This is an optimization exercise on Yosys and OpenROAD, whose aim is small area and a short achievable clock period, not a production implementation. Only simulation tests tie the RTL to the original design; equivalence was not proved. Power figures rest on the tool's default switching activity, not on a simulated workload.

File: design.v
module simd_addsub(
input  [15:0] a,
input  [15:0] b,
input  [1:0]  w,
input         sub,
output [15:0] s
);
wire [15:0] y = sub ? ~b : b;
wire p1 = (w != 2'd0);
wire p2 = (w == 2'd2);
wire [20:0] fx = {a[15:12], p1 | sub, a[11:8], p2 | sub, a[7:4], p1 | sub, a[3:0], sub};
wire [20:0] fy = {y[15:12], ~p1 & sub, y[11:8], ~p2 & sub, y[7:4], ~p1 & sub, y[3:0], sub};
wire [20:0] fs = fx + fy;
assign s = {fs[19:16], fs[14:11], fs[9:6], fs[4:1]};
endmodule
module simd_booth_enc(
  input  [15:0] b,
  input         m4, m8, m16,
  output [7:0]  one, two, neg
);
  wire nm4 = ~m4, nm8 = ~m8, nm16 = ~m16;
  assign one[0] = b[0];
  assign two[0] = b[1] & ~b[0];
  assign neg[0] = b[1];
  wire bm1 = b[1];
  assign one[1] = b[2] ^ bm1;
  assign two[1] = (b[3] & ~b[2] & ~bm1) | (~b[3] & b[2] & bm1);
  assign neg[1] = b[3];
  wire bm2 = (b[3] & nm4);
  assign one[2] = b[4] ^ bm2;
  assign two[2] = (b[5] & ~b[4] & ~bm2) | (~b[5] & b[4] & bm2);
  assign neg[2] = b[5];
  wire bm3 = b[5];
  assign one[3] = b[6] ^ bm3;
  assign two[3] = (b[7] & ~b[6] & ~bm3) | (~b[7] & b[6] & bm3);
  assign neg[3] = b[7];
  wire bm4 = (b[7] & m16);
  assign one[4] = b[8] ^ bm4;
  assign two[4] = (b[9] & ~b[8] & ~bm4) | (~b[9] & b[8] & bm4);
  assign neg[4] = b[9];
  wire bm5 = b[9];
  assign one[5] = b[10] ^ bm5;
  assign two[5] = (b[11] & ~b[10] & ~bm5) | (~b[11] & b[10] & bm5);
  assign neg[5] = b[11];
  wire bm6 = (b[11] & nm4);
  assign one[6] = b[12] ^ bm6;
  assign two[6] = (b[13] & ~b[12] & ~bm6) | (~b[13] & b[12] & bm6);
  assign neg[6] = b[13];
  wire bm7 = b[13];
  assign one[7] = b[14] ^ bm7;
  assign two[7] = (b[15] & ~b[14] & ~bm7) | (~b[15] & b[14] & bm7);
  assign neg[7] = b[15];
endmodule
module simd_mul(
  input  [15:0] a,
  input  [7:0]  one, two, neg,
  input  [31:0] x,
  input         en,
  input         m4, m8, m16,
  output [15:0] pl,
  output [15:0] hx, hy,
  output        hc
);
  wire nm4 = ~m4, nm8 = ~m8, nm16 = ~m16;
  wire t0 = (one[0] & a[0]) ^ neg[0];
  wire t1 = ((one[0] & a[1]) | (two[0] & a[0])) ^ neg[0];
  wire t2 = ((one[0] & a[2]) | (two[0] & a[1])) ^ neg[0];
  wire t3 = ((one[0] & a[3]) | (two[0] & a[2])) ^ neg[0];
  wire t4 = (m4 & (en & ~(((one[0] | two[0]) & a[3]) ^ neg[0]))) | (nm4 & (((one[0] & a[4]) | (two[0] & a[3])) ^ neg[0]));
  wire t5 = one[0] & nm4;
  wire t6 = two[0] & nm4;
  wire t7 = neg[0] & nm4;
  wire t8 = ((t5 & a[5]) | (t6 & a[4])) ^ t7;
  wire t9 = ((t5 & a[6]) | (t6 & a[5])) ^ t7;
  wire t10 = ((t5 & a[7]) | (t6 & a[6])) ^ t7;
  wire t11 = (m8 & (en & ~(((one[0] | two[0]) & a[7]) ^ neg[0]))) | (m16 & (((one[0] & a[8]) | (two[0] & a[7])) ^ neg[0]));
  wire t12 = one[0] & m16;
  wire t13 = two[0] & m16;
  wire t14 = neg[0] & m16;
  wire t15 = ((t12 & a[9]) | (t13 & a[8])) ^ t14;
  wire t16 = ((t12 & a[10]) | (t13 & a[9])) ^ t14;
  wire t17 = ((t12 & a[11]) | (t13 & a[10])) ^ t14;
  wire t18 = ((t12 & a[12]) | (t13 & a[11])) ^ t14;
  wire t19 = ((t12 & a[13]) | (t13 & a[12])) ^ t14;
  wire t20 = ((t12 & a[14]) | (t13 & a[13])) ^ t14;
  wire t21 = ((t12 & a[15]) | (t13 & a[14])) ^ t14;
  wire t22 = m16 & en & ~(((t12 | t13) & a[15]) ^ t14);
  wire t23 = (one[1] & a[0]) ^ neg[1];
  wire t24 = ((one[1] & a[1]) | (two[1] & a[0])) ^ neg[1];
  wire t25 = ((one[1] & a[2]) | (two[1] & a[1])) ^ neg[1];
  wire t26 = ((one[1] & a[3]) | (two[1] & a[2])) ^ neg[1];
  wire t27 = (m4 & (en & ~(((one[1] | two[1]) & a[3]) ^ neg[1]))) | (nm4 & (((one[1] & a[4]) | (two[1] & a[3])) ^ neg[1]));
  wire t28 = one[1] & nm4;
  wire t29 = two[1] & nm4;
  wire t30 = neg[1] & nm4;
  wire t31 = ((t28 & a[5]) | (t29 & a[4])) ^ t30;
  wire t32 = ((t28 & a[6]) | (t29 & a[5])) ^ t30;
  wire t33 = ((t28 & a[7]) | (t29 & a[6])) ^ t30;
  wire t34 = (m8 & (en & ~(((one[1] | two[1]) & a[7]) ^ neg[1]))) | (m16 & (((one[1] & a[8]) | (two[1] & a[7])) ^ neg[1]));
  wire t35 = one[1] & m16;
  wire t36 = two[1] & m16;
  wire t37 = neg[1] & m16;
  wire t38 = ((t35 & a[9]) | (t36 & a[8])) ^ t37;
  wire t39 = ((t35 & a[10]) | (t36 & a[9])) ^ t37;
  wire t40 = ((t35 & a[11]) | (t36 & a[10])) ^ t37;
  wire t41 = ((t35 & a[12]) | (t36 & a[11])) ^ t37;
  wire t42 = ((t35 & a[13]) | (t36 & a[12])) ^ t37;
  wire t43 = ((t35 & a[14]) | (t36 & a[13])) ^ t37;
  wire t44 = ((t35 & a[15]) | (t36 & a[14])) ^ t37;
  wire t45 = m16 & en & ~(((t35 | t36) & a[15]) ^ t37);
  wire t46 = one[2] & nm4;
  wire t47 = two[2] & nm4;
  wire t48 = neg[2] & nm4;
  wire t49 = (t46 & a[0]) ^ t48;
  wire t50 = ((t46 & a[1]) | (t47 & a[0])) ^ t48;
  wire t51 = ((t46 & a[2]) | (t47 & a[1])) ^ t48;
  wire t52 = ((t46 & a[3]) | (t47 & a[2])) ^ t48;
  wire t53 = (m4 & ((one[2] & a[4]) ^ neg[2])) | (nm4 & (((one[2] & a[4]) | (two[2] & a[3])) ^ neg[2]));
  wire t54 = ((one[2] & a[5]) | (two[2] & a[4])) ^ neg[2];
  wire t55 = ((one[2] & a[6]) | (two[2] & a[5])) ^ neg[2];
  wire t56 = ((one[2] & a[7]) | (two[2] & a[6])) ^ neg[2];
  wire t57 = (nm16 & (en & ~(((one[2] | two[2]) & a[7]) ^ neg[2]))) | (m16 & (((one[2] & a[8]) | (two[2] & a[7])) ^ neg[2]));
  wire t58 = one[2] & m16;
  wire t59 = two[2] & m16;
  wire t60 = neg[2] & m16;
  wire t61 = ((t58 & a[9]) | (t59 & a[8])) ^ t60;
  wire t62 = ((t58 & a[10]) | (t59 & a[9])) ^ t60;
  wire t63 = ((t58 & a[11]) | (t59 & a[10])) ^ t60;
  wire t64 = ((t58 & a[12]) | (t59 & a[11])) ^ t60;
  wire t65 = ((t58 & a[13]) | (t59 & a[12])) ^ t60;
  wire t66 = ((t58 & a[14]) | (t59 & a[13])) ^ t60;
  wire t67 = ((t58 & a[15]) | (t59 & a[14])) ^ t60;
  wire t68 = m16 & en & ~(((t58 | t59) & a[15]) ^ t60);
  wire t69 = one[3] & nm4;
  wire t70 = two[3] & nm4;
  wire t71 = neg[3] & nm4;
  wire t72 = (t69 & a[0]) ^ t71;
  wire t73 = ((t69 & a[1]) | (t70 & a[0])) ^ t71;
  wire t74 = ((t69 & a[2]) | (t70 & a[1])) ^ t71;
  wire t75 = ((t69 & a[3]) | (t70 & a[2])) ^ t71;
  wire t76 = (m4 & ((one[3] & a[4]) ^ neg[3])) | (nm4 & (((one[3] & a[4]) | (two[3] & a[3])) ^ neg[3]));
  wire t77 = ((one[3] & a[5]) | (two[3] & a[4])) ^ neg[3];
  wire t78 = ((one[3] & a[6]) | (two[3] & a[5])) ^ neg[3];
  wire t79 = ((one[3] & a[7]) | (two[3] & a[6])) ^ neg[3];
  wire t80 = (nm16 & (en & ~(((one[3] | two[3]) & a[7]) ^ neg[3]))) | (m16 & (((one[3] & a[8]) | (two[3] & a[7])) ^ neg[3]));
  wire t81 = one[3] & m16;
  wire t82 = two[3] & m16;
  wire t83 = neg[3] & m16;
  wire t84 = ((t81 & a[9]) | (t82 & a[8])) ^ t83;
  wire t85 = ((t81 & a[10]) | (t82 & a[9])) ^ t83;
  wire t86 = ((t81 & a[11]) | (t82 & a[10])) ^ t83;
  wire t87 = ((t81 & a[12]) | (t82 & a[11])) ^ t83;
  wire t88 = ((t81 & a[13]) | (t82 & a[12])) ^ t83;
  wire t89 = ((t81 & a[14]) | (t82 & a[13])) ^ t83;
  wire t90 = ((t81 & a[15]) | (t82 & a[14])) ^ t83;
  wire t91 = m16 & en & ~(((t81 | t82) & a[15]) ^ t83);
  wire t92 = one[4] & m16;
  wire t93 = two[4] & m16;
  wire t94 = neg[4] & m16;
  wire t95 = (t92 & a[0]) ^ t94;
  wire t96 = ((t92 & a[1]) | (t93 & a[0])) ^ t94;
  wire t97 = ((t92 & a[2]) | (t93 & a[1])) ^ t94;
  wire t98 = ((t92 & a[3]) | (t93 & a[2])) ^ t94;
  wire t99 = ((t92 & a[4]) | (t93 & a[3])) ^ t94;
  wire t100 = ((t92 & a[5]) | (t93 & a[4])) ^ t94;
  wire t101 = ((t92 & a[6]) | (t93 & a[5])) ^ t94;
  wire t102 = ((t92 & a[7]) | (t93 & a[6])) ^ t94;
  wire t103 = (nm16 & ((one[4] & a[8]) ^ neg[4])) | (m16 & (((one[4] & a[8]) | (two[4] & a[7])) ^ neg[4]));
  wire t104 = ((one[4] & a[9]) | (two[4] & a[8])) ^ neg[4];
  wire t105 = ((one[4] & a[10]) | (two[4] & a[9])) ^ neg[4];
  wire t106 = ((one[4] & a[11]) | (two[4] & a[10])) ^ neg[4];
  wire t107 = (m4 & (en & ~(((one[4] | two[4]) & a[11]) ^ neg[4]))) | (nm4 & (((one[4] & a[12]) | (two[4] & a[11])) ^ neg[4]));
  wire t108 = one[4] & nm4;
  wire t109 = two[4] & nm4;
  wire t110 = neg[4] & nm4;
  wire t111 = ((t108 & a[13]) | (t109 & a[12])) ^ t110;
  wire t112 = ((t108 & a[14]) | (t109 & a[13])) ^ t110;
  wire t113 = ((t108 & a[15]) | (t109 & a[14])) ^ t110;
  wire t114 = nm4 & en & ~(((t108 | t109) & a[15]) ^ t110);
  wire t115 = one[5] & m16;
  wire t116 = two[5] & m16;
  wire t117 = neg[5] & m16;
  wire t118 = (t115 & a[0]) ^ t117;
  wire t119 = ((t115 & a[1]) | (t116 & a[0])) ^ t117;
  wire t120 = ((t115 & a[2]) | (t116 & a[1])) ^ t117;
  wire t121 = ((t115 & a[3]) | (t116 & a[2])) ^ t117;
  wire t122 = ((t115 & a[4]) | (t116 & a[3])) ^ t117;
  wire t123 = ((t115 & a[5]) | (t116 & a[4])) ^ t117;
  wire t124 = ((t115 & a[6]) | (t116 & a[5])) ^ t117;
  wire t125 = ((t115 & a[7]) | (t116 & a[6])) ^ t117;
  wire t126 = (nm16 & ((one[5] & a[8]) ^ neg[5])) | (m16 & (((one[5] & a[8]) | (two[5] & a[7])) ^ neg[5]));
  wire t127 = ((one[5] & a[9]) | (two[5] & a[8])) ^ neg[5];
  wire t128 = ((one[5] & a[10]) | (two[5] & a[9])) ^ neg[5];
  wire t129 = ((one[5] & a[11]) | (two[5] & a[10])) ^ neg[5];
  wire t130 = (m4 & (en & ~(((one[5] | two[5]) & a[11]) ^ neg[5]))) | (nm4 & (((one[5] & a[12]) | (two[5] & a[11])) ^ neg[5]));
  wire t131 = one[5] & nm4;
  wire t132 = two[5] & nm4;
  wire t133 = neg[5] & nm4;
  wire t134 = ((t131 & a[13]) | (t132 & a[12])) ^ t133;
  wire t135 = ((t131 & a[14]) | (t132 & a[13])) ^ t133;
  wire t136 = ((t131 & a[15]) | (t132 & a[14])) ^ t133;
  wire t137 = nm4 & en & ~(((t131 | t132) & a[15]) ^ t133);
  wire t138 = one[6] & m16;
  wire t139 = two[6] & m16;
  wire t140 = neg[6] & m16;
  wire t141 = (t138 & a[0]) ^ t140;
  wire t142 = ((t138 & a[1]) | (t139 & a[0])) ^ t140;
  wire t143 = ((t138 & a[2]) | (t139 & a[1])) ^ t140;
  wire t144 = ((t138 & a[3]) | (t139 & a[2])) ^ t140;
  wire t145 = ((t138 & a[4]) | (t139 & a[3])) ^ t140;
  wire t146 = ((t138 & a[5]) | (t139 & a[4])) ^ t140;
  wire t147 = ((t138 & a[6]) | (t139 & a[5])) ^ t140;
  wire t148 = ((t138 & a[7]) | (t139 & a[6])) ^ t140;
  wire t149 = (m8 & ((one[6] & a[8]) ^ neg[6])) | (m16 & (((one[6] & a[8]) | (two[6] & a[7])) ^ neg[6]));
  wire t150 = one[6] & nm4;
  wire t151 = two[6] & nm4;
  wire t152 = neg[6] & nm4;
  wire t153 = ((t150 & a[9]) | (t151 & a[8])) ^ t152;
  wire t154 = ((t150 & a[10]) | (t151 & a[9])) ^ t152;
  wire t155 = ((t150 & a[11]) | (t151 & a[10])) ^ t152;
  wire t156 = (m4 & ((one[6] & a[12]) ^ neg[6])) | (nm4 & (((one[6] & a[12]) | (two[6] & a[11])) ^ neg[6]));
  wire t157 = ((one[6] & a[13]) | (two[6] & a[12])) ^ neg[6];
  wire t158 = ((one[6] & a[14]) | (two[6] & a[13])) ^ neg[6];
  wire t159 = ((one[6] & a[15]) | (two[6] & a[14])) ^ neg[6];
  wire t160 = en & ~(((one[6] | two[6]) & a[15]) ^ neg[6]);
  wire t161 = one[7] & m16;
  wire t162 = two[7] & m16;
  wire t163 = neg[7] & m16;
  wire t164 = (t161 & a[0]) ^ t163;
  wire t165 = ((t161 & a[1]) | (t162 & a[0])) ^ t163;
  wire t166 = ((t161 & a[2]) | (t162 & a[1])) ^ t163;
  wire t167 = ((t161 & a[3]) | (t162 & a[2])) ^ t163;
  wire t168 = ((t161 & a[4]) | (t162 & a[3])) ^ t163;
  wire t169 = ((t161 & a[5]) | (t162 & a[4])) ^ t163;
  wire t170 = ((t161 & a[6]) | (t162 & a[5])) ^ t163;
  wire t171 = ((t161 & a[7]) | (t162 & a[6])) ^ t163;
  wire t172 = (m8 & ((one[7] & a[8]) ^ neg[7])) | (m16 & (((one[7] & a[8]) | (two[7] & a[7])) ^ neg[7]));
  wire t173 = one[7] & nm4;
  wire t174 = two[7] & nm4;
  wire t175 = neg[7] & nm4;
  wire t176 = ((t173 & a[9]) | (t174 & a[8])) ^ t175;
  wire t177 = ((t173 & a[10]) | (t174 & a[9])) ^ t175;
  wire t178 = ((t173 & a[11]) | (t174 & a[10])) ^ t175;
  wire t179 = (m4 & ((one[7] & a[12]) ^ neg[7])) | (nm4 & (((one[7] & a[12]) | (two[7] & a[11])) ^ neg[7]));
  wire t180 = ((one[7] & a[13]) | (two[7] & a[12])) ^ neg[7];
  wire t181 = ((one[7] & a[14]) | (two[7] & a[13])) ^ neg[7];
  wire t182 = ((one[7] & a[15]) | (two[7] & a[14])) ^ neg[7];
  wire t183 = en & ~(((one[7] | two[7]) & a[15]) ^ neg[7]);
  wire t184 = (m4 & neg[0]) | (m8 & neg[0]) | (m16 & neg[0]);
  wire t185 = (m4 & neg[1]) | (m8 & neg[1]) | (m16 & neg[1]);
  wire t186 = (m8 & neg[2]) | (m16 & neg[2]);
  wire t187 = (m8 & neg[3]) | (m16 & neg[3]);
  wire t188 = (m4 & neg[2]) | (m16 & neg[4]);
  wire t189 = (m4 & neg[3]) | (m16 & neg[5]);
  wire t190 = (m16 & neg[6]);
  wire t191 = (m16 & neg[7]);
  wire t192 = (m4 & neg[4]) | (m8 & neg[4]);
  wire t193 = (m4 & neg[5]) | (m8 & neg[5]);
  wire t194 = (m8 & neg[6]);
  wire t195 = (m8 & neg[7]);
  wire t196 = (m4 & neg[6]);
  wire t197 = (m4 & neg[7]);
  wire t198 = x[0] ^ t184;
  wire t199 = x[0] & t184;
  wire t200 = x[1] ^ t1;
  wire t201 = x[1] & t1;
  wire fs202, fc202;
  assign {fc202, fs202} = {1'b0, x[2]} + {1'b0, t185} + {1'b0, t2};
  wire t203 = t23 ^ t201;
  wire t204 = t23 & t201;
  wire fs205, fc205;
  assign {fc205, fs205} = {1'b0, x[3]} + {1'b0, t3} + {1'b0, t24};
  wire t206 = fc202 ^ t204;
  wire t207 = fc202 & t204;
  wire fs208, fc208;
  assign {fc208, fs208} = {1'b0, x[4]} + {1'b0, t186} + {1'b0, t25};
  wire fs209, fc209;
  assign {fc209, fs209} = {1'b0, t49} + {1'b0, t4} + {1'b0, fc205};
  wire t210 = fs208 ^ t207;
  wire t211 = fs208 & t207;
  wire fs212, fc212;
  assign {fc212, fs212} = {1'b0, x[5]} + {1'b0, t8} + {1'b0, t26};
  wire fs213, fc213;
  assign {fc213, fs213} = {1'b0, t50} + {1'b0, fc208} + {1'b0, fs212};
  wire t214 = fc209 ^ t211;
  wire t215 = fc209 & t211;
  wire fs216, fc216;
  assign {fc216, fs216} = {1'b0, x[6]} + {1'b0, t187} + {1'b0, t9};
  wire fs217, fc217;
  assign {fc217, fs217} = {1'b0, t51} + {1'b0, t72} + {1'b0, t27};
  wire fs218, fc218;
  assign {fc218, fs218} = {1'b0, fc212} + {1'b0, fs216} + {1'b0, fs217};
  wire t219 = fc213 ^ t215;
  wire t220 = fc213 & t215;
  wire fs221, fc221;
  assign {fc221, fs221} = {1'b0, x[7]} + {1'b0, t10} + {1'b0, t31};
  wire t222 = fc221 & nm4;
  wire fs223, fc223;
  assign {fc223, fs223} = {1'b0, t52} + {1'b0, t73} + {1'b0, fc216};
  wire t224 = fc223 & nm4;
  wire fs225, fc225;
  assign {fc225, fs225} = {1'b0, fs221} + {1'b0, fc217} + {1'b0, fs223};
  wire t226 = fc225 & nm4;
  wire t227 = fc218 ^ t220;
  wire t228 = fc218 & t220;
  wire t229 = t228 & nm4;
  wire fs230, fc230;
  assign {fc230, fs230} = {1'b0, x[8]} + {1'b0, t188} + {1'b0, t32};
  wire fs231, fc231;
  assign {fc231, fs231} = {1'b0, t74} + {1'b0, t95} + {1'b0, t11};
  wire fs232, fc232;
  assign {fc232, fs232} = {1'b0, t53} + {1'b0, fs230} + {1'b0, t222};
  wire fs233, fc233;
  assign {fc233, fs233} = {1'b0, fs231} + {1'b0, t224} + {1'b0, fs232};
  wire t234 = t226 ^ fs233;
  wire t235 = t226 & fs233;
  wire fs236, fc236;
  assign {fc236, fs236} = {1'b0, x[9]} + {1'b0, t15} + {1'b0, t33};
  wire fs237, fc237;
  assign {fc237, fs237} = {1'b0, t54} + {1'b0, t75} + {1'b0, t96};
  wire fs238, fc238;
  assign {fc238, fs238} = {1'b0, fc230} + {1'b0, fs236} + {1'b0, fs237};
  wire fs239, fc239;
  assign {fc239, fs239} = {1'b0, fc231} + {1'b0, fs238} + {1'b0, fc232};
  wire t240 = fc233 ^ fs239;
  wire t241 = fc233 & fs239;
  wire fs242, fc242;
  assign {fc242, fs242} = {1'b0, x[10]} + {1'b0, t189} + {1'b0, t16};
  wire fs243, fc243;
  assign {fc243, fs243} = {1'b0, t55} + {1'b0, t97} + {1'b0, t118};
  wire fs244, fc244;
  assign {fc244, fs244} = {1'b0, t34} + {1'b0, t76} + {1'b0, fc236};
  wire fs245, fc245;
  assign {fc245, fs245} = {1'b0, fc237} + {1'b0, fs242} + {1'b0, fs243};
  wire fs246, fc246;
  assign {fc246, fs246} = {1'b0, fc238} + {1'b0, fs244} + {1'b0, fs245};
  wire t247 = fs246 ^ fc239;
  wire t248 = fs246 & fc239;
  wire fs249, fc249;
  assign {fc249, fs249} = {1'b0, x[11]} + {1'b0, t17} + {1'b0, t38};
  wire fs250, fc250;
  assign {fc250, fs250} = {1'b0, t56} + {1'b0, t77} + {1'b0, t98};
  wire fs251, fc251;
  assign {fc251, fs251} = {1'b0, t119} + {1'b0, fc242} + {1'b0, fc243};
  wire fs252, fc252;
  assign {fc252, fs252} = {1'b0, fs249} + {1'b0, fs250} + {1'b0, fc244};
  wire fs253, fc253;
  assign {fc253, fs253} = {1'b0, fc245} + {1'b0, fs251} + {1'b0, fc246};
  wire t254 = fs252 ^ t248;
  wire t255 = fs252 & t248;
  wire fs256, fc256;
  assign {fc256, fs256} = {1'b0, x[12]} + {1'b0, t190} + {1'b0, t18};
  wire fs257, fc257;
  assign {fc257, fs257} = {1'b0, t39} + {1'b0, t78} + {1'b0, t99};
  wire fs258, fc258;
  assign {fc258, fs258} = {1'b0, t120} + {1'b0, t141} + {1'b0, t57};
  wire fs259, fc259;
  assign {fc259, fs259} = {1'b0, fc249} + {1'b0, fc250} + {1'b0, fs256};
  wire fs260, fc260;
  assign {fc260, fs260} = {1'b0, fs257} + {1'b0, fs258} + {1'b0, fc251};
  wire fs261, fc261;
  assign {fc261, fs261} = {1'b0, fs259} + {1'b0, fc252} + {1'b0, fs260};
  wire t262 = fc253 ^ fs261;
  wire t263 = fc253 & fs261;
  wire fs264, fc264;
  assign {fc264, fs264} = {1'b0, x[13]} + {1'b0, t19} + {1'b0, t40};
  wire fs265, fc265;
  assign {fc265, fs265} = {1'b0, t61} + {1'b0, t79} + {1'b0, t100};
  wire fs266, fc266;
  assign {fc266, fs266} = {1'b0, t121} + {1'b0, t142} + {1'b0, fc256};
  wire fs267, fc267;
  assign {fc267, fs267} = {1'b0, fc257} + {1'b0, fs264} + {1'b0, fs265};
  wire fs268, fc268;
  assign {fc268, fs268} = {1'b0, fc258} + {1'b0, fc259} + {1'b0, fs266};
  wire fs269, fc269;
  assign {fc269, fs269} = {1'b0, fs267} + {1'b0, fc260} + {1'b0, fs268};
  wire t270 = fc261 ^ fs269;
  wire t271 = fc261 & fs269;
  wire fs272, fc272;
  assign {fc272, fs272} = {1'b0, x[14]} + {1'b0, t191} + {1'b0, t20};
  wire fs273, fc273;
  assign {fc273, fs273} = {1'b0, t41} + {1'b0, t62} + {1'b0, t101};
  wire fs274, fc274;
  assign {fc274, fs274} = {1'b0, t122} + {1'b0, t143} + {1'b0, t164};
  wire fs275, fc275;
  assign {fc275, fs275} = {1'b0, t80} + {1'b0, fc264} + {1'b0, fc265};
  wire fs276, fc276;
  assign {fc276, fs276} = {1'b0, fs272} + {1'b0, fs273} + {1'b0, fs274};
  wire fs277, fc277;
  assign {fc277, fs277} = {1'b0, fc266} + {1'b0, fc267} + {1'b0, fs275};
  wire fs278, fc278;
  assign {fc278, fs278} = {1'b0, fs276} + {1'b0, fc268} + {1'b0, fs277};
  wire t279 = fc269 ^ fs278;
  wire t280 = fc269 & fs278;
  wire fs281, fc281;
  assign {fc281, fs281} = {1'b0, x[15]} + {1'b0, t21} + {1'b0, t42};
  wire t282 = fc281 & m16;
  wire fs283, fc283;
  assign {fc283, fs283} = {1'b0, t63} + {1'b0, t84} + {1'b0, t102};
  wire t284 = fc283 & m16;
  wire fs285, fc285;
  assign {fc285, fs285} = {1'b0, t123} + {1'b0, t144} + {1'b0, t165};
  wire t286 = fc285 & m16;
  wire fs287, fc287;
  assign {fc287, fs287} = {1'b0, fc272} + {1'b0, fc273} + {1'b0, fc274};
  wire t288 = fc287 & m16;
  wire fs289, fc289;
  assign {fc289, fs289} = {1'b0, fs281} + {1'b0, fs283} + {1'b0, fs285};
  wire t290 = fc289 & m16;
  wire fs291, fc291;
  assign {fc291, fs291} = {1'b0, fc275} + {1'b0, fc276} + {1'b0, fs287};
  wire t292 = fc291 & m16;
  wire fs293, fc293;
  assign {fc293, fs293} = {1'b0, fs289} + {1'b0, fc277} + {1'b0, fs291};
  wire t294 = fc293 & m16;
  wire t295 = fc278 ^ fs293;
  wire t296 = fc278 & fs293;
  wire t297 = t296 & m16;
  wire fs298, fc298;
  assign {fc298, fs298} = {1'b0, x[16]} + {1'b0, t192} + {1'b0, t22};
  wire fs299, fc299;
  assign {fc299, fs299} = {1'b0, t43} + {1'b0, t64} + {1'b0, t85};
  wire fs300, fc300;
  assign {fc300, fs300} = {1'b0, t124} + {1'b0, t145} + {1'b0, t166};
  wire fs301, fc301;
  assign {fc301, fs301} = {1'b0, t103} + {1'b0, fs298} + {1'b0, fs299};
  wire fs302, fc302;
  assign {fc302, fs302} = {1'b0, fs300} + {1'b0, t282} + {1'b0, t284};
  wire fs303, fc303;
  assign {fc303, fs303} = {1'b0, t286} + {1'b0, fs301} + {1'b0, t288};
  wire fs304, fc304;
  assign {fc304, fs304} = {1'b0, t290} + {1'b0, fs302} + {1'b0, t292};
  wire fs305, fc305;
  assign {fc305, fs305} = {1'b0, fs303} + {1'b0, t294} + {1'b0, fs304};
  wire fs306, fc306;
  assign {fc306, fs306} = {1'b0, x[17]} + {1'b0, t44} + {1'b0, t65};
  wire fs307, fc307;
  assign {fc307, fs307} = {1'b0, t86} + {1'b0, t104} + {1'b0, t125};
  wire fs308, fc308;
  assign {fc308, fs308} = {1'b0, t146} + {1'b0, t167} + {1'b0, fc298};
  wire fs309, fc309;
  assign {fc309, fs309} = {1'b0, fc299} + {1'b0, fc300} + {1'b0, fs306};
  wire fs310, fc310;
  assign {fc310, fs310} = {1'b0, fs307} + {1'b0, fc301} + {1'b0, fs308};
  wire fs311, fc311;
  assign {fc311, fs311} = {1'b0, fs309} + {1'b0, fc302} + {1'b0, fs310};
  wire fs312, fc312;
  assign {fc312, fs312} = {1'b0, fc303} + {1'b0, fs311} + {1'b0, fc304};
  wire fs313, fc313;
  assign {fc313, fs313} = {1'b0, x[18]} + {1'b0, t193} + {1'b0, t45};
  wire fs314, fc314;
  assign {fc314, fs314} = {1'b0, t66} + {1'b0, t87} + {1'b0, t105};
  wire fs315, fc315;
  assign {fc315, fs315} = {1'b0, t147} + {1'b0, t168} + {1'b0, t126};
  wire fs316, fc316;
  assign {fc316, fs316} = {1'b0, fc306} + {1'b0, fc307} + {1'b0, fs313};
  wire fs317, fc317;
  assign {fc317, fs317} = {1'b0, fs314} + {1'b0, fs315} + {1'b0, fc308};
  wire fs318, fc318;
  assign {fc318, fs318} = {1'b0, fc309} + {1'b0, fs316} + {1'b0, fc310};
  wire fs319, fc319;
  assign {fc319, fs319} = {1'b0, fs317} + {1'b0, fc311} + {1'b0, fs318};
  wire fs320, fc320;
  assign {fc320, fs320} = {1'b0, x[19]} + {1'b0, t67} + {1'b0, t88};
  wire fs321, fc321;
  assign {fc321, fs321} = {1'b0, t106} + {1'b0, t127} + {1'b0, t148};
  wire fs322, fc322;
  assign {fc322, fs322} = {1'b0, t169} + {1'b0, fc313} + {1'b0, fc314};
  wire fs323, fc323;
  assign {fc323, fs323} = {1'b0, fs320} + {1'b0, fs321} + {1'b0, fc315};
  wire fs324, fc324;
  assign {fc324, fs324} = {1'b0, fc316} + {1'b0, fs322} + {1'b0, fs323};
  wire fs325, fc325;
  assign {fc325, fs325} = {1'b0, fc317} + {1'b0, fs324} + {1'b0, fc318};
  wire fs326, fc326;
  assign {fc326, fs326} = {1'b0, x[20]} + {1'b0, t194} + {1'b0, t68};
  wire fs327, fc327;
  assign {fc327, fs327} = {1'b0, t89} + {1'b0, t128} + {1'b0, t170};
  wire fs328, fc328;
  assign {fc328, fs328} = {1'b0, t107} + {1'b0, t149} + {1'b0, fc320};
  wire fs329, fc329;
  assign {fc329, fs329} = {1'b0, fc321} + {1'b0, fs326} + {1'b0, fs327};
  wire fs330, fc330;
  assign {fc330, fs330} = {1'b0, fc322} + {1'b0, fs328} + {1'b0, fs329};
  wire fs331, fc331;
  assign {fc331, fs331} = {1'b0, fc323} + {1'b0, fs330} + {1'b0, fc324};
  wire fs332, fc332;
  assign {fc332, fs332} = {1'b0, x[21]} + {1'b0, t90} + {1'b0, t111};
  wire fs333, fc333;
  assign {fc333, fs333} = {1'b0, t129} + {1'b0, t153} + {1'b0, t171};
  wire fs334, fc334;
  assign {fc334, fs334} = {1'b0, fc326} + {1'b0, fc327} + {1'b0, fs332};
  wire fs335, fc335;
  assign {fc335, fs335} = {1'b0, fs333} + {1'b0, fc328} + {1'b0, fc329};
  wire fs336, fc336;
  assign {fc336, fs336} = {1'b0, fs334} + {1'b0, fc330} + {1'b0, fs335};
  wire fs337, fc337;
  assign {fc337, fs337} = {1'b0, x[22]} + {1'b0, t195} + {1'b0, t91};
  wire fs338, fc338;
  assign {fc338, fs338} = {1'b0, t112} + {1'b0, t154} + {1'b0, t130};
  wire fs339, fc339;
  assign {fc339, fs339} = {1'b0, t172} + {1'b0, fc332} + {1'b0, fc333};
  wire fs340, fc340;
  assign {fc340, fs340} = {1'b0, fs337} + {1'b0, fs338} + {1'b0, fc334};
  wire fs341, fc341;
  assign {fc341, fs341} = {1'b0, fs339} + {1'b0, fc335} + {1'b0, fs340};
  wire fs342, fc342;
  assign {fc342, fs342} = {1'b0, x[23]} + {1'b0, t113} + {1'b0, t134};
  wire t343 = fc342 & nm4;
  wire fs344, fc344;
  assign {fc344, fs344} = {1'b0, t155} + {1'b0, t176} + {1'b0, fc337};
  wire t345 = fc344 & nm4;
  wire fs346, fc346;
  assign {fc346, fs346} = {1'b0, fs342} + {1'b0, fc338} + {1'b0, fc339};
  wire t347 = fc346 & nm4;
  wire fs348, fc348;
  assign {fc348, fs348} = {1'b0, fs344} + {1'b0, fc340} + {1'b0, fs346};
  wire t349 = fc348 & nm4;
  wire fs350, fc350;
  assign {fc350, fs350} = {1'b0, x[24]} + {1'b0, t196} + {1'b0, t114};
  wire fs351, fc351;
  assign {fc351, fs351} = {1'b0, t135} + {1'b0, t177} + {1'b0, t156};
  wire fs352, fc352;
  assign {fc352, fs352} = {1'b0, fs350} + {1'b0, t343} + {1'b0, fs351};
  wire fs353, fc353;
  assign {fc353, fs353} = {1'b0, t345} + {1'b0, fs352} + {1'b0, t347};
  wire fs354, fc354;
  assign {fc354, fs354} = {1'b0, x[25]} + {1'b0, t136} + {1'b0, t157};
  wire fs355, fc355;
  assign {fc355, fs355} = {1'b0, t178} + {1'b0, fc350} + {1'b0, fs354};
  wire fs356, fc356;
  assign {fc356, fs356} = {1'b0, fc351} + {1'b0, fs355} + {1'b0, fc352};
  wire fs357, fc357;
  assign {fc357, fs357} = {1'b0, x[26]} + {1'b0, t197} + {1'b0, t137};
  wire fs358, fc358;
  assign {fc358, fs358} = {1'b0, t158} + {1'b0, t179} + {1'b0, fc354};
  wire fs359, fc359;
  assign {fc359, fs359} = {1'b0, fs357} + {1'b0, fc355} + {1'b0, fs358};
  wire fs360, fc360;
  assign {fc360, fs360} = {1'b0, x[27]} + {1'b0, t159} + {1'b0, t180};
  wire fs361, fc361;
  assign {fc361, fs361} = {1'b0, fc357} + {1'b0, fs360} + {1'b0, fc358};
  wire fs362, fc362;
  assign {fc362, fs362} = {1'b0, x[28]} + {1'b0, t160} + {1'b0, t181};
  wire t363 = fc360 ^ fs362;
  wire t364 = fc360 & fs362;
  wire fs365, fc365;
  assign {fc365, fs365} = {1'b0, x[29]} + {1'b0, t182} + {1'b0, fc362};
  wire t366 = x[30] ^ t183;
  wire t367 = x[30] & t183;
  wire [17:0] fx = {1'b0, t280, t271, t263, t255, fs253, t241, t235, t229, nm4, fs225, fs218, fs213, fs209, fs205, fs202, t199, t0};
  wire [17:0] fy = {1'b0, t295, t279, t270, t262, t254, t247, t240, t234, 1'b0, t227, t219, t214, t210, t206, t203, t200, t198};
  wire [17:0] fs = fx + fy;
  assign pl = {fs[16:9], fs[7:0]};
  assign hc = fs[17] & m16;
  assign hx = {x[31], fc365, t364, fc361, fc359, fc356, fc353, t349, fc341, fc336, fc331, fc325, fc319, fc312, fc305, t297};
  assign hy = {t367, t366, fs365, t363, fs361, fs359, fs356, fs353, fs348, fs341, fs336, fs331, fs325, fs319, fs312, fs305};
endmodule
module simd_shift(
input  [15:0] d,
input  [1:0]  w,
input         right,
input         arith,
output [15:0] q
);
wire s4 = (w == 2'd0);
wire s16 = (w == 2'd2);
wire [15:0] tops = {1'b1, 3'b0, s4, 3'b0, ~s16, 3'b0, s4, 3'b0};
wire [15:0] bots = {3'b0, s4, 3'b0, ~s16, 3'b0, s4, 3'b0, 1'b1};
wire [15:0] rsh = ({1'b0, d[15:1]} & ~tops) | (d & tops & {16{arith}});
wire [15:0] lsh = {d[14:0], 1'b0} & ~bots;
assign q = right ? rsh : lsh;
endmodule
module SIMD(
input [11:0] instruction,
input clk,
input rst,
output [31:0] outputvalue
);
reg  [11:0] cmd;             
reg  rst_d;                  
reg  [255:0] rf;             
reg  [15:0] ra;              
reg  [7:0]  e_one, e_two, e_neg;    
reg  [31:0] e_x;             
reg  e_mul, e_m4, e_m8, e_m16;
reg  [3:0] e_dst;
reg  [15:0] res_l, out_l, out_h;
reg  [15:0] w_hx, w_hy;      
reg  w_hc, w_k24;            
wire [3:0] op = cmd[11:8];
wire [1:0] w  = cmd[7:6];
wire [1:0] fc = cmd[5:4];
wire [1:0] fb = cmd[3:2];
wire [1:0] fa = cmd[1:0];
wire is_logic = (op[3:2] == 2'b10);
wire nop = rst | rst_d;
wire mul = ~nop & (op[3:1] == 3'd1);
wire [3:0] addr_a = is_logic ? {fb, fa} : {w, fa};
wire [15:0] bank0 = rf[16*{w,2'd0} +: 16];
wire [15:0] bank1 = rf[16*{w,2'd1} +: 16];
wire [15:0] bank2 = rf[16*{w,2'd2} +: 16];
wire [15:0] bank3 = rf[16*{w,2'd3} +: 16];
wire [15:0] rd_a = rf[16*addr_a +: 16];
wire [15:0] rd_b = fb[1] ? (fb[0] ? bank3 : bank2) : (fb[0] ? bank1 : bank0);
wire [15:0] rd_c = fc[1] ? (fc[0] ? bank3 : bank2) : (fc[0] ? bank1 : bank0);
wire [15:0] as_out;
simd_addsub as(.a(rd_a), .b(rd_b), .w(w), .sub(op == 4'd1), .s(as_out));
wire [15:0] sh_out;
simd_shift sh(.d(rd_a), .w(w), .right(fb[0]), .arith(op == 4'd6), .q(sh_out));
wire [15:0] pre = ({16{~nop & (op[3:1] == 3'd0)}} & as_out)
                | ({16{~nop & ((op == 4'd4) | (op == 4'd6))}} & sh_out)
                | ({16{~nop & (op == 4'd8)}}  & (rd_a & rd_c))
                | ({16{~nop & (op == 4'd9)}}  & (rd_a | rd_c))
                | ({16{~nop & (op == 4'd10)}} & (rd_a ^ rd_c))
                | ({16{~nop & (op == 4'd11)}} & ~rd_a);
wire m4 = (w == 2'd0), m8 = (w == 2'd1), m16 = w[1];
wire [7:0] one, two, neg;
simd_booth_enc be(.b(rd_b), .m4(m4), .m8(m8), .m16(m16), .one(one), .two(two), .neg(neg));
wire [3:0] par4 = {^rd_b[15:12], ^rd_b[11:8], ^rd_b[7:4], ^rd_b[3:0]};
wire [1:0] par8 = {par4[3] ^ par4[2], par4[1] ^ par4[0]};
wire par16 = par8[1] ^ par8[0];
wire [3:0] q;
assign q[0] = ~(rd_a[3] & par4[0]);
assign q[1] = m4 ? ~(rd_a[7] & par4[1]) : ~(rd_a[7] & par8[0]);
assign q[2] = ~(rd_a[11] & par4[2]);
assign q[3] = m4 ? ~(rd_a[15] & par4[3]) : m8 ? ~(rd_a[15] & par8[1]) : ~(rd_a[15] & par16);
wire [15:0] c = (op == 4'd3) ? rd_c : 16'd0;
wire [31:0] x4 = {q[3], 1'b0, 1'b1, ~c[15], c[15:12], q[2], 1'b0, 1'b1, ~c[11], c[11:8],
                  q[1], 1'b0, 1'b1, ~c[7],  c[7:4],   q[0], 1'b0, 1'b1, ~c[3],  c[3:0]};
wire [31:0] x8 = {q[3], 1'b0, 1'b1, 1'b0, 1'b1, 1'b0, 1'b1, ~c[15], c[15:8],
                  q[1], 1'b0, 1'b1, 1'b0, 1'b1, 1'b0, 1'b1, ~c[7],  c[7:0]};
wire [31:0] x16 = {q[3], 1'b0, 1'b1, 1'b0, 1'b1, 1'b0, 1'b1, 1'b0, 1'b1, 1'b0, 1'b1,
                   1'b0, 1'b1, 1'b0, 1'b1, ~c[15], c[15:0]};
wire [31:0] x = ~mul ? {16'd0, pre} : m4 ? x4 : m8 ? x8 : x16;
always @(posedge clk) begin
  ra <= rd_a;
  e_one <= one & {8{mul}};
  e_two <= two & {8{mul}};
  e_neg <= neg & {8{mul}};
  e_x <= x;
  e_mul <= mul;
  e_m4 <= m4;
  e_m8 <= m8;
  e_m16 <= m16;
  e_dst <= nop ? 4'd0 : {w, fc};
  rst_d <= rst;
  cmd <= instruction;
end
wire [15:0] res, hx, hy;
wire hc;
simd_mul mu(.a(ra), .one(e_one), .two(e_two), .neg(e_neg), .x(e_x), .en(e_mul),
            .m4(e_m4), .m8(e_m8), .m16(e_m16), .pl(res), .hx(hx), .hy(hy), .hc(hc));
wire [17:0] hs = {w_hx[15:8], w_k24, w_hx[7:0], w_hc} + {w_hy[15:8], 1'b0, w_hy[7:0], w_hc};
wire [15:0] wd0 = res & ~{16{rst}};
wire [15:0] wd1 = res | {16{rst}};
integer i;
always @(posedge clk) begin
  res_l <= res;
  w_hx <= hx;
  w_hy <= hy;
  w_hc <= hc;
  w_k24 <= ~e_m4;
  out_l <= res_l;
  out_h <= {hs[17:10], hs[8:1]};
  for (i = 0; i < 16; i = i + 1)
    if (rst | (e_dst == i))
      rf[16*i +: 16] <= (wd1 & rf_init(i)) | (wd0 & ~rf_init(i));
end
function [15:0] rf_init(input integer r);
  case (r)
    1:  rf_init = 16'b0001_1000_1000_0100;
    2:  rf_init = 16'b1110_0110_0110_1100;
    4:  rf_init = 16'b0010_0111_0100_1100;
    5:  rf_init = 16'b1101_1000_1000_0101;
    8:  rf_init = 16'b0001_0110_0100_1010;
    9:  rf_init = 16'b1111_1010_1010_0100;
    13: rf_init = 16'b0001_1000_1000_0100;
    default: rf_init = 16'b0;
  endcase
endfunction
assign outputvalue = {out_h, out_l};
endmodule
File: run.sh
#!/bin/bash
# synth_recipe.tcl (not shown) runs the flow's synth.tcl, then flattens the netlist and writes it again
# the make line also repeats each setting of config.mk as NAME=value (left out here)
make -C /OpenROAD-flow-scripts/flow DESIGN_CONFIG=/design/flow/config.mk WORK_HOME=/design/flow/orfs CLKGATE_MAP_FILE= SYNTH_SCRIPT=/design/flow/synth_recipe.tcl finish
File: config.mk
export PLATFORM = sky130hd
export DESIGN_NAME = SIMD
export DESIGN_NICKNAME = SIMD
export VERILOG_FILES = /design/flow/design.v
export SDC_FILE = /design/flow/constraint.sdc
export NUM_CORES = 4
export LEC_CHECK = 0
export CAP_MARGIN = 20
export CORE_MARGIN = 2
export CORE_UTILIZATION = 40
export SETUP_SLACK_MARGIN = 4
export SLEW_MARGIN = 20
File: constraint.sdc
create_clock -name core_clock -period 10.0 [get_ports {clk}]
set_input_delay 2.0000 -clock core_clock [delete_from_list [all_inputs] [get_ports {clk}]]
set_output_delay 2.0000 -clock core_clock [all_outputs]
set_load 0.01 [all_outputs]
==> impl_metrics.yaml, run 1 <==
outcome:
  status: "timing/DRC/antenna clean"
detailed_routing:
  first_pass_iters: 6
  vias_per_cell: 5.83
  drc_errors: 0
  wl_per_cell_microns: 25.1
  ant_nets: 0
  vias: 18278
  drt-total-wl_mm: 78.6
  drt-initial-drc-count: 1893
final_layout:
  area_growth_pct: 11.4
  fillers: 6031
  finalNetCount: 2464
  fin_util: 0.451
  drive_gt1_frac: 0.167
critical_path:
  rr_startpoint: "e_two[2]"
  crit_required_ns: 10.35
  path_class: "flop to flop"
  critPathBufInv: 1
  r2r_slack_ns: 4.23
  cp_num_cells: 15
  reg2reg_to: "rf[222]"
  crit_top_cell: "fa_1"
  start_kind: "flop"
  crit_end: "rf[222]"
  reg2reg_depth: 15
  cp_cell_sequence: "a22oi_1 -> xor2_1 -> fa_1 -> fa_1 -> fa_1 -> fa_1 -> inv_1 -> ha_1 -> ha_1 -> nand2_1 -> or2_2 -> nor3_1 -> o31ai_1 -> a31oi_1 -> nor2b_2"
  worst_path_max_delay_cell: "dfxtp_1"
  critPathTopFamily: "adder cells"
  critPathCaptureType: "flop"
  cp.arrival_ns: 6.12
  startpoint: "e_two[2]"
  slowest_delay_ns: 0.78
  cp_max_fo: 17
global_route:
  grt_max_degree: 88
  antenna_found_initial: 2
  grt_use_total: 0.227
  grt_pass1_wl_mm: 120
  grt-ovfl-total: 0
  grt_pass1_vias: 19049
synthesis:
  synth_fp_nets: 2480
  synth.cell_area_sq_um: 27200
  synth_top_area_share: 0.283
  ys_ff_latch: 429
  synth-edff-count: 256
  synth_warnings: 1
  async_flop_share: 0
  synth_flop_cell: "edfxtp_1"
  synth_cell_types: 82
  synth_cells: 2236
  synth_area_leaders: "edfxtp_1 28%, mux4_2 13%, dfxtp_1 13%, fa_1 8.8%, ha_1 5.1%"
  syn_avg_cell_area_sq_um: 12.2
  ys_seq_area_frac: 0.410
  synth_top_area_cell: "edfxtp_1"
timing:
  fin_worst_hold_slack_ns: 0.325
  tightestPinTransition_ns: 1.05
  drv_slew: 0
  tns_ns: 0
  fin_crit_ns: 5.77
  grt_setup_unrepaired: "yes"
  maxSlewHeadroom: 0.298
  skew_ns: 0.0376
  fmax_ghz: 0.173
  finalCritPeriodShare: 0.577
  hold_violations: 0
  setup_viol_count_final: 0
clocking:
  cts-resized-gates: 0
  path_clk_slew_ns: 0.06
  cts_buffers: 49
  htreeDepth: 2
  root_buffer: "clkbuf_16"
  clkLatencyLatePin_ns: 0.62
  ctsHoldBuffers: 0
  cts_num_sinks: 429
  cts.path.max_buffers: 3
  cts_tree: "yes"
  cts_post_setup_buffers_inserted: 0
placement:
  gp_congestion: 0.962
  post-dp-hpwl_mm: 56.4
  numPortBuffers: 45
hold_path:
  min_from: "res_l[0]"
  hp-class: "flop to flop"
floorplan:
  die_y_microns: 265
  io_pins: 46
  placementRows: 95
  die_area_sq_um: 70000
  initial_core_util: 0.405
  core_region_area_sq_um: 67200
  dieWidth_microns: 265
power_and_ir_drop:
  ir_drop_v: 0.000150
  p_per_area_nw_per_um2: 177
  power.static_leakage_uw: 0.0113
run:
  drv_cap: 0
## worst min path at each step
stage | to | slack (ns) | cells past startpoint
floorplan | out_l[0] | 0.31 | 0
global placement | w_hx[15] | 0.31 | 0
detailed placement | out_l[7] | 0.31 | 0
CTS | out_l[7] | 0.33 | 0
global route | out_l[7] | 0.33 | 0
finish | out_l[0] | 0.33 | 0
## area by class of cell
type                            count  area, sq um  share of cell area
Multi-Input combinational cell   1461        14600               0.482
Sequential cell                   429        11200               0.369
Clock buffer                       62         1490              0.0491
Tap cell                          873         1090              0.0361
Timing Repair Buffer              105          893              0.0295
Inverter                          174          653              0.0216
Clock inverter                     29          379              0.0125
Antenna cell                        1         2.50           0.0000827
## stage by stage
step	instance area, sq um	cells	setup WS, ns	total power [uW]
floorplan	27200	2236	4.73	2970
global placement	28400	3041	4.20	3360
detailed placement	28400	3042	4.09	3390
CTS	30200	3133	4.04	5390
global route	30300	3133	3.97	5570
finish	30300	3134	4.23	5360
## worst register-to-register path: stages, from the launching register on
cell and delay [ns]:
dfxtp_1 0.78, a22oi_1 0.22, xor2_1 0.20, fa_1 0.44, fa_1 0.46, fa_1 0.52
fa_1 0.55, inv_1 0.05, ha_1 0.27, ha_1 0.31, nand2_1 0.08, or2_2 0.30
nor3_1 0.34, o31ai_1 0.13, a31oi_1 0.36, nor2b_2 0.49
## logic make-up (layout without fill, tap and decap cells)
| family | Yosys count | after routing | share of synthesized area |
|---|---|---|---|
| muxes | 224 | 224 | 0.158 |
| AOI/OAI and AO/OA | 402 | 402 | 0.103 |
| DFF | 429 | 429 | 0.410 |
| xor gates and xnor gates | 202 | 202 | 0.0651 |
| buffers and inverters | 346 | 370 | 0.0531 |
| other | 0 | 1 | 0 |
| adders and majority gates | 230 | 230 | 0.139 |
| and+or+nand+nor | 403 | 403 | 0.0714 |
## layout by cell type (no fill, tap or decap), drive strengths merged, types with 27 or more instances in the layout
cell type and n:
clkdlybuf4s50 44, xnor2 151, inv 180, dfxtp 173, nor2 97, ha 110, nor2b 40, o21ai 58
edfxtp 256, clkbuf 62, a21oi 77, mux2i 60, buf 61, a22oi 120, xor2 51, and2 27
nand2 132, fa 120, mux4 161
## cell usage after synthesis, types with 8 or more instances
master	number
fa_1	120
or2_2	19
nand2_1	132
a22oi_1	120
o21ai_0	44
buf_6	10
and2_1	27
dfxtp_1	173
xnor2_1	151
buf_4	9
o221ai_1	8
clkbuf_1	118
ha_1	110
edfxtp_1	256
a31oi_1	13
inv_1	162
o211ai_1	10
o21ai_1	13
mux2i_1	56
nor2_1	97
nor3_1	20
a21o_1	23
buf_2	16
buf_1	18
and3_1	11
nand3_1	21
mux4_2	161
inv_2	10
a211oi_1	18
xor2_1	51
nor2b_1	38
a21oi_1	76
nand2b_1	16
## registers in the layout (all words and copies together), names as in the netlist
name / flops
cmd: 12
e_dst: 4
e_m16: 1
e_m4: 1
e_m8: 1
e_mul: 1
e_neg: 8
e_one: 8
e_two: 8
e_x: 31
out_h: 16
out_l: 16
ra: 16
res_l: 16
rf: 256
rst_d: 1
w_hc: 1
w_hx: 16
w_hy: 15
w_k24: 1
## power breakdown
group	switching [uW]	leakage, uW	internal (uW)
clock	790	0.000908	1200
combinational	658	0.00632	479
sequential	158	0.00404	2070
total	1610	0.0113	3750
## routing by layer
layer | global-route usage | vias up | wire length [microns]
met5 | 0 | - | 0
met4 | 0.0978 | 0 | 3570
met3 | 0.0360 | 198 | 5340
met2 | 0.394 | 787 | 39000
met1 | 0.280 | 9226 | 30700
li1 | - | 8067 | -
==> inputs of run 2 (changes only) <==
==> flow/run.sh (new file) <==
#!/bin/bash
set -euo pipefail
bash standard.sh SETUP_SLACK_MARGIN=7 finish > make_finish.log 2>&1
==> standard.sh (new file) <==
#!/bin/bash
# synth_recipe.tcl (not shown) runs the flow's synth.tcl, then flattens the netlist and writes it again
# the make line also repeats each setting of config.mk as NAME=value (left out here)
make -C /OpenROAD-flow-scripts/flow DESIGN_CONFIG=/design/flow/config.mk WORK_HOME=/design/flow/orfs CLKGATE_MAP_FILE= SYNTH_SCRIPT=/design/flow/synth_recipe.tcl "${@:-finish}"
--- a/config.mk
+++ b/config.mk
@@ -8,5 +8,4 @@
 export CAP_MARGIN = 20
 export CORE_MARGIN = 2
 export CORE_UTILIZATION = 40
-export SETUP_SLACK_MARGIN = 4
 export SLEW_MARGIN = 20
removed: run.sh
==> run 2 against run 1 <==
Hold slack worse by 0.0034 ns. Final cell count grew 6.0%. Global-route usage increased by 1.6 points. Count of clock-buffer cells in the layout shrank 5. Wire length rose by 11%. Via count is 8.2% higher. Sequential power hardly changed. Sequential share of layout area fell by 4.3 points. Utilization grew 6.3 points. Total power increased by 7.1%. Clock power fell by 9.5%. Critical path type unchanged. Largest power group unchanged.
==> impl_metrics.yaml, run 2 <==
clocking:
  root_buffer: "clkbuf_16"
  clkLatencyLatePin_ns: 0.63
  cts_num_sinks: 429
  ctsHoldBuffers: 0
  cts.path.max_buffers: 3
  cts_tree: "yes"
  htreeDepth: 2
  path_clk_slew_ns: 0.07
  cts_buffers: 46
global_route:
  gr-usage-met2: 0.410
  grt_max_degree: 65
  grtUsageMet3: 0.0419
  grt_pass1_vias: 20001
  met1_usage: 0.302
  grt-ovfl-total: 0
  antenna_found_initial: 1
  grt_pass1_wl_mm: 127
  gr-max-usage-layer: "met2"
  grt_use_total: 0.243
floorplan:
  die_area_sq_um: 70000
  core_region_area_sq_um: 67200
  placementRows: 95
  die_y_microns: 265
  dieWidth_microns: 265
  initial_core_util: 0.405
  io_pins: 46
synthesis:
  synth_fp_nets: 2480
  synth_cell_types: 82
  ys_ff_latch: 429
  synth_cells: 2236
  synth_flop_cell: "edfxtp_1"
  synth.cell_area_sq_um: 27200
  synth-edff-count: 256
  syn_avg_cell_area_sq_um: 12.2
  synth_area_leaders: "edfxtp_1 28%, mux4_2 13%, dfxtp_1 13%, fa_1 8.8%, ha_1 5.1%"
  synthTopCellsByCount: "256 x edfxtp_1, 173 x dfxtp_1, 162 x inv_1"
  synth_top_area_share: 0.283
  ys_seq_area_frac: 0.410
  synth_warnings: 1
  async_flop_share: 0
  synth_top_area_cell: "edfxtp_1"
  synth_most_common_cell: "edfxtp_1"
detailed_routing:
  vias_per_cell: 5.95
  wl_per_cell_microns: 26.4
  drc_errors: 0
  ant_nets: 0
  drt-initial-drc-count: 2181
  vias: 19775
  drt-total-wl_mm: 87.6
  first_pass_iters: 6
final_layout:
  largest_register: "rf"
  area_growth_pct: 27.0
  fillers: 5581
  multi_input_area_sq_um: 16700
  reg.largest.list: "rf: 256 flops, e_x: 31 flops"
  final_common_cell: "edfxtp_1"
  finalNetCount: 2652
  final_cell_mix: "256 x edfxtp_1, 161 x mux4_2, 138 x inv_1, 131 x dfxtp_1, 130 x buf_4"
  drive_gt1_frac: 0.380
  largest_register_ffs: 256
  final-seq-area_sq_um: 11300
critical_path:
  reg2reg_depth: 19
  cp_cell_sequence: "buf_6 -> a22oi_2 -> xnor2_1 -> and2_1 -> fa_2 -> inv_2 -> fa_2 -> fa_1 -> inv_1 -> ha_2 -> ha_4 -> ha_4 -> nand2_4 -> or2_4 -> a21oi_4 -> nor3_2 -> or3_4 -> a21oi_4 -> buf_12"
  crit_required_ns: 10.48
  worst_path_max_delay_cell: "fa_2"
  reg2reg_to: "rf[63]"
  cp_max_fo: 12
  r2r_slack_ns: 5.40
  cp.arrival_ns: 5.08
  path_class: "flop to flop"
  critPathBufInv: 4
  critPathCaptureType: "flop"
  rr_startpoint: "e_one[0]"
  critPathTopFamily: "adder cells"
  slowest_delay_ns: 0.55
  start_kind: "flop"
power_and_ir_drop:
  power.total_uw: 5740
  ir_drop_v: 0.000152
  p_per_area_nw_per_um2: 166
  power.static_leakage_uw: 0.0128
timing:
  tightestPinTransition_ns: 1.19
  maxSlewHeadroom: 0.182
  hold_violations: 0
  drv_slew: 0
  tns_ns: 0
  setup_viol_count_final: 0
  fmax_ghz: 0.217
  grt_setup_unrepaired: "yes"
  skew_ns: 0.0195
  finalCritPeriodShare: 0.460
  fin_crit_ns: 4.60
hold_path:
  min_from: "res_l[6]"
  min_to: "out_l[6]"
  holdPathStages: 0
  hp-class: "flop to flop"
placement:
  gp_congestion: 0.918
  post-dp-hpwl_mm: 53.7
  numPortBuffers: 45
outcome:
  status: "timing/DRC/antenna clean"
run:
  drv_cap: 0
run 2: cells by family (layout without fill, tap and decap cells):
kind of cell | count (synthesis) | in the layout | share of synthesized area
flip-flops | 429 | 429 | 0.410
XOR/XNOR | 202 | 202 | 0.0651
buffers and inverters | 346 | 551 | 0.0531
adder cells (fa/ha/maj) | 230 | 230 | 0.139
multiplexers | 224 | 224 | 0.158
AND/OR/NAND/NOR | 403 | 407 | 0.0714
AO/OA/AOI/OAI | 402 | 402 | 0.103
other | 0 | 3 | 0
run 2: area by class of cell:
type	instances	share of cell area
Antenna cell	3	0.000218
Clock buffer	57	0.0358
Clock inverter	28	0.0102
Inverter	174	0.0194
Multi-Input combinational cell	1465	0.485
Sequential cell	429	0.326
Tap cell	873	0.0317
Timing Repair Buffer	292	0.0919
run 2: report_power, final:
| group | internal, uW | total (uW) | switching, uW |
|---|---|---|---|
| Sequential | 2070 | 2210 | 133 |
| Clock | 1020 | 1800 | 775 |
| Combinational | 809 | 1730 | 926 |
run 2: metrics by stage:
step	worst slack (ns)	hold slack [ns]	instances	instance area, sq um	utilization
finish	5.40	0.322	3321	34500	0.514
global route	5.25	0.334	3320	34500	0.514
CTS	5.43	0.326	3253	33200	0.494
detailed placement	4.70	0.312	3033	29000	0.432
global placement	4.82	0.313	3033	29000	0.432
floorplan	5.55	0.310	2236	28300	-
run 2: repair_timing:
action,4_1_cts,5_1_grt
gates resized for setup,458,147
endpoints found under the setup margin,622,320
pin swaps,106,78
endpoints found under the hold margin,0,0
cloned,13,6
buffers inserted,122,59
run 2: how the worst max path moves through the flow:
stage	end	startpoint	cells after the start	slack [ns]
final	rf[63]	e_one[0]	19	5.40
after global routing	rf[255]	e_one[0]	18	5.25
after floorplan	rf[111]	e_two[1]	19	5.55
after detailed placement	rf[253]	e_m4	17	4.70
after global placement	rf[189]	e_m4	17	4.82
after CTS	rf[254]	e_one[0]	17	5.43
run 2: layer usage:
layer	wire length [microns]	share of wire	up-vias
met5	0	0	-
met4	4710	0.054	0
met3	7130	0.081	258
met2	42400	0.48	1063
met1	33400	0.38	9995
li1	-	-	8459
==> inputs of run 3 (changes only) <==
==> run.sh (new file) <==
#!/bin/bash
# synth_recipe.tcl (not shown) runs the flow's synth.tcl, then flattens the netlist and writes it again
# the make line also repeats each setting of config.mk as NAME=value (left out here)
make -C /OpenROAD-flow-scripts/flow DESIGN_CONFIG=/design/flow/config.mk WORK_HOME=/design/flow/orfs CLKGATE_MAP_FILE= SYNTH_SCRIPT=/design/flow/synth_recipe.tcl finish
--- a/config.mk
+++ b/config.mk
@@ -8,4 +8,6 @@
 export CAP_MARGIN = 20
 export CORE_MARGIN = 2
 export CORE_UTILIZATION = 40
+export CTS_BUF_LIST = sky130_fd_sc_hd__clkbuf_4 sky130_fd_sc_hd__clkbuf_8
+export SETUP_SLACK_MARGIN = 5
 export SLEW_MARGIN = 20
removed: flow/run.sh
removed: standard.sh
==> run 3 against run 2 <==
Combinational power decreased by 31%. Fmax decreased by 5.7%. Register-to-register slack got worse by 0.28 ns. Non-clock buffer count decreased by 168. Count of clock-buffer cells in the layout increased by 48. Clock power about the same. Total power decreased by 9.5%. Via count decreased by 4.9%. Setup slack got worse by 0.28 ns. Sequential power about the same. Critical endpoint is now rf[207].
==> impl_metrics.yaml, run 3 <==
power_and_ir_drop:
  ir_drop_v: 0.0000813
  power.static_leakage_uw: 0.0114
  p_per_area_nw_per_um2: 169
synthesis:
  synth_warnings: 1
  ys_ff_latch: 429
  synth_fp_nets: 2480
  synth_top_area_cell: "edfxtp_1"
  synth_top_area_share: 0.283
  synth_cells: 2236
  synthTopCellsByCount: "256 x edfxtp_1, 173 x dfxtp_1, 162 x inv_1"
  synth_area_leaders: "edfxtp_1 28%, mux4_2 13%, dfxtp_1 13%, fa_1 8.8%, ha_1 5.1%"
  syn_avg_cell_area_sq_um: 12.2
  synth_cell_types: 82
  synth-edff-count: 256
  synth_most_common_cell: "edfxtp_1"
  async_flop_share: 0
  synth_flop_cell: "edfxtp_1"
  synth.cell_area_sq_um: 27200
  ys_seq_area_frac: 0.410
critical_path:
  reg2reg_to: "rf[207]"
  reg2reg_depth: 16
  slowest_delay_ns: 0.55
  r2r_slack_ns: 5.12
  crit_end: "rf[207]"
  cp_num_cells: 16
  critPathBufInv: 1
  startpoint: "ra[1]"
  rr_startpoint: "ra[1]"
  cp_cell_sequence: "a22oi_2 -> xnor2_1 -> nand2_1 -> fa_2 -> fa_2 -> fa_1 -> fa_1 -> inv_1 -> ha_1 -> ha_4 -> nand2_1 -> or2_2 -> a21oi_4 -> nor3_4 -> or3_4 -> a21oi_4"
  critPathCaptureType: "flop"
  cp.arrival_ns: 5.38
  critPathTopFamily: "adder cells"
  cp_max_fo: 16
  worst_path_max_delay_cell: "fa_1"
  start_kind: "flop"
  crit_required_ns: 10.50
  path_class: "flop to flop"
floorplan:
  core_region_area_sq_um: 67200
  initial_core_util: 0.405
  placementRows: 95
  dieWidth_microns: 265
  io_pins: 46
  die_y_microns: 265
  die_area_sq_um: 70000
global_route:
  grt_pass1_vias: 19214
  grt_pass1_wl_mm: 123
  grt_max_degree: 88
  grt-ovfl-total: 0
  antenna_found_initial: 5
  grt_use_total: 0.232
final_layout:
  drive_gt1_frac: 0.214
  reg.largest.list: "rf: 256 flops, e_x: 31 flops"
  largest_register_ffs: 256
  stdcell_area_sq_um: 30700
  final_cell_mix: "256 x edfxtp_1, 162 x inv_1, 161 x mux4_2, 150 x xnor2_1, 142 x dfxtp_1"
  finalNetCount: 2511
  largest_register: "rf"
  fillers: 5968
  area_growth_pct: 12.9
  final_common_cell: "edfxtp_1"
  final-seq-area_sq_um: 11200
  multi_input_area_sq_um: 14800
clocking:
  root_buffer: "clkbuf_8"
  cts_buffers: 76
  clkLatencyLatePin_ns: 0.71
  htreeDepth: 3
  ctsHoldBuffers: 0
  path_clk_slew_ns: 0.07
  cts_tree: "yes"
  cts.path.max_buffers: 3
  cts_num_sinks: 429
timing:
  grt_setup_unrepaired: "yes"
  fmax_ghz: 0.205
  finalCritPeriodShare: 0.488
  fin_crit_ns: 4.88
  maxSlewHeadroom: 0.263
  drv_slew: 0
  hold_violations: 0
  tns_ns: 0
  tightestPinTransition_ns: 1.10
  setup_viol_count_final: 0
  skew_ns: 0.0456
detailed_routing:
  vias: 18804
  ant_nets: 0
  drt-total-wl_mm: 80.7
  drt-initial-drc-count: 1795
  vias_per_cell: 5.87
  wl_per_cell_microns: 25.2
  drc_errors: 0
  first_pass_iters: 5
placement:
  numPortBuffers: 45
  post-dp-hpwl_mm: 55.9
  gp_congestion: 0.967
  dpl_cell_area_sq_um: 28400
run:
  drv_cap: 0
outcome:
  status: "timing/DRC/antenna clean"
hold_path:
  hp-class: "flop to flop"
run 3: cells by family (layout without fill, tap and decap cells):
kind of cell,Yosys count,after routing,share of synthesized area
AO/OA/AOI/OAI,402,403,0.103
XOR/XNOR,202,202,0.0651
adder cells (fa/ha/maj),230,230,0.139
buffers and inverters,346,438,0.0531
flip-flops,429,429,0.410
multiplexers,224,224,0.158
other,0,1,0
AND/OR/NAND/NOR,403,403,0.0714
run 3: cell type report:
type                            count  area share
Multi-Input combinational cell   1462       0.484
Antenna cell                        1   0.0000816
Sequential cell                   429       0.367
Tap cell                          873      0.0356
Clock buffer                      105      0.0430
Timing Repair Buffer              124      0.0376
Clock inverter                     35      0.0118
Inverter                          174      0.0214
run 3: through the flow:
step,util,hold WS [ns],power [uW],std cells,worst slack [ns]
2_1_floorplan,-,0.310,2970,2236,4.99
3_3_place_gp,0.423,0.312,3370,3043,4.45
3_5_place_dp,0.423,0.312,3400,3043,4.29
4_1_cts,0.451,0.321,5200,3188,5.00
5_1_grt,0.457,0.324,5420,3203,4.96
6_report,0.457,0.324,5190,3203,5.12
run 3: how the worst min path moves through the flow:
| stage | from | end | cells past startpoint |
|---|---|---|---|
| 2_1_floorplan | res_l[0] | out_l[0] | 0 |
| 3_3_place_gp | res_l[9] | out_l[9] | 0 |
| 3_5_place_dp | res_l[5] | out_l[5] | 0 |
| 4_1_cts | res_l[9] | out_l[9] | 0 |
| 5_1_grt | res_l[9] | out_l[9] | 0 |
| 6_report | res_l[3] | out_l[3] | 0 |
run 3: power breakdown:
part / total, uW / leakage [uW] / switching [uW] / internal [uW]
Sequential: 2220 / 0.00406 / 150 / 2070
Combinational: 1200 / 0.00649 / 689 / 507
Clock: 1770 / 0.000877 / 774 / 1000
run 3: metal layers:
metal / vias to the layer above / GRT usage / part of all wire
met5: - / 0 / 0.00036
met4: 4 / 0.110 / 0.051
met2: 859 / 0.391 / 0.49
met1: 9527 / 0.289 / 0.39
met3: 235 / 0.0446 / 0.073
li1: 8179 / - / -
run 3: timing repair:
item / in CTS / in global routing
pin swaps: 2 / 7
gates resized for setup: 51 / 61
buffers inserted: 4 / 14
endpoints found under the setup margin: 112 / 120
gates cloned: 1 / 0

-- what the ideal ports hide --
The results above use ideal ports. As a check the final layouts listed here were re-extracted and re-timed, cells and wires unchanged. Step 1 (the two cells are an assumption about what drives the block):
set clk [get_ports {clk}]
set_driving_cell -lib_cell sky130_fd_sc_hd__clkbuf_16 $clk
set_driving_cell -lib_cell sky130_fd_sc_hd__buf_2 [delete_from_list [all_inputs] $clk]
Step 2 moves the port delays by t, midway between the first and last clock arrival at a register: inputs arrive t later, outputs are due t later. That takes back most of the time a late clock gives input paths. Three values: ideal ports, drivers, drivers and shift; two values: the first two.
| run | t, ns | setup WS [ns] | hold slack, ns |
|---|---|---|---|
| run 1 | 0.669 | 4.230 / 4.230 / 4.230 | 0.325 / 0.325 / 0.325 |
| run 2 | 0.680 | 5.400 / 5.400 / 5.400 | 0.322 / 0.322 / 0.322 |
| run 3 | 0.740 | 5.123 / 5.123 / 4.554 | 0.324 / 0.324 / 0.324 |
After both steps every run listed still meets setup and hold. The setup slack of run 3, which loses most, moves by 0.000 ns with the drivers and by -0.569 ns with both steps.
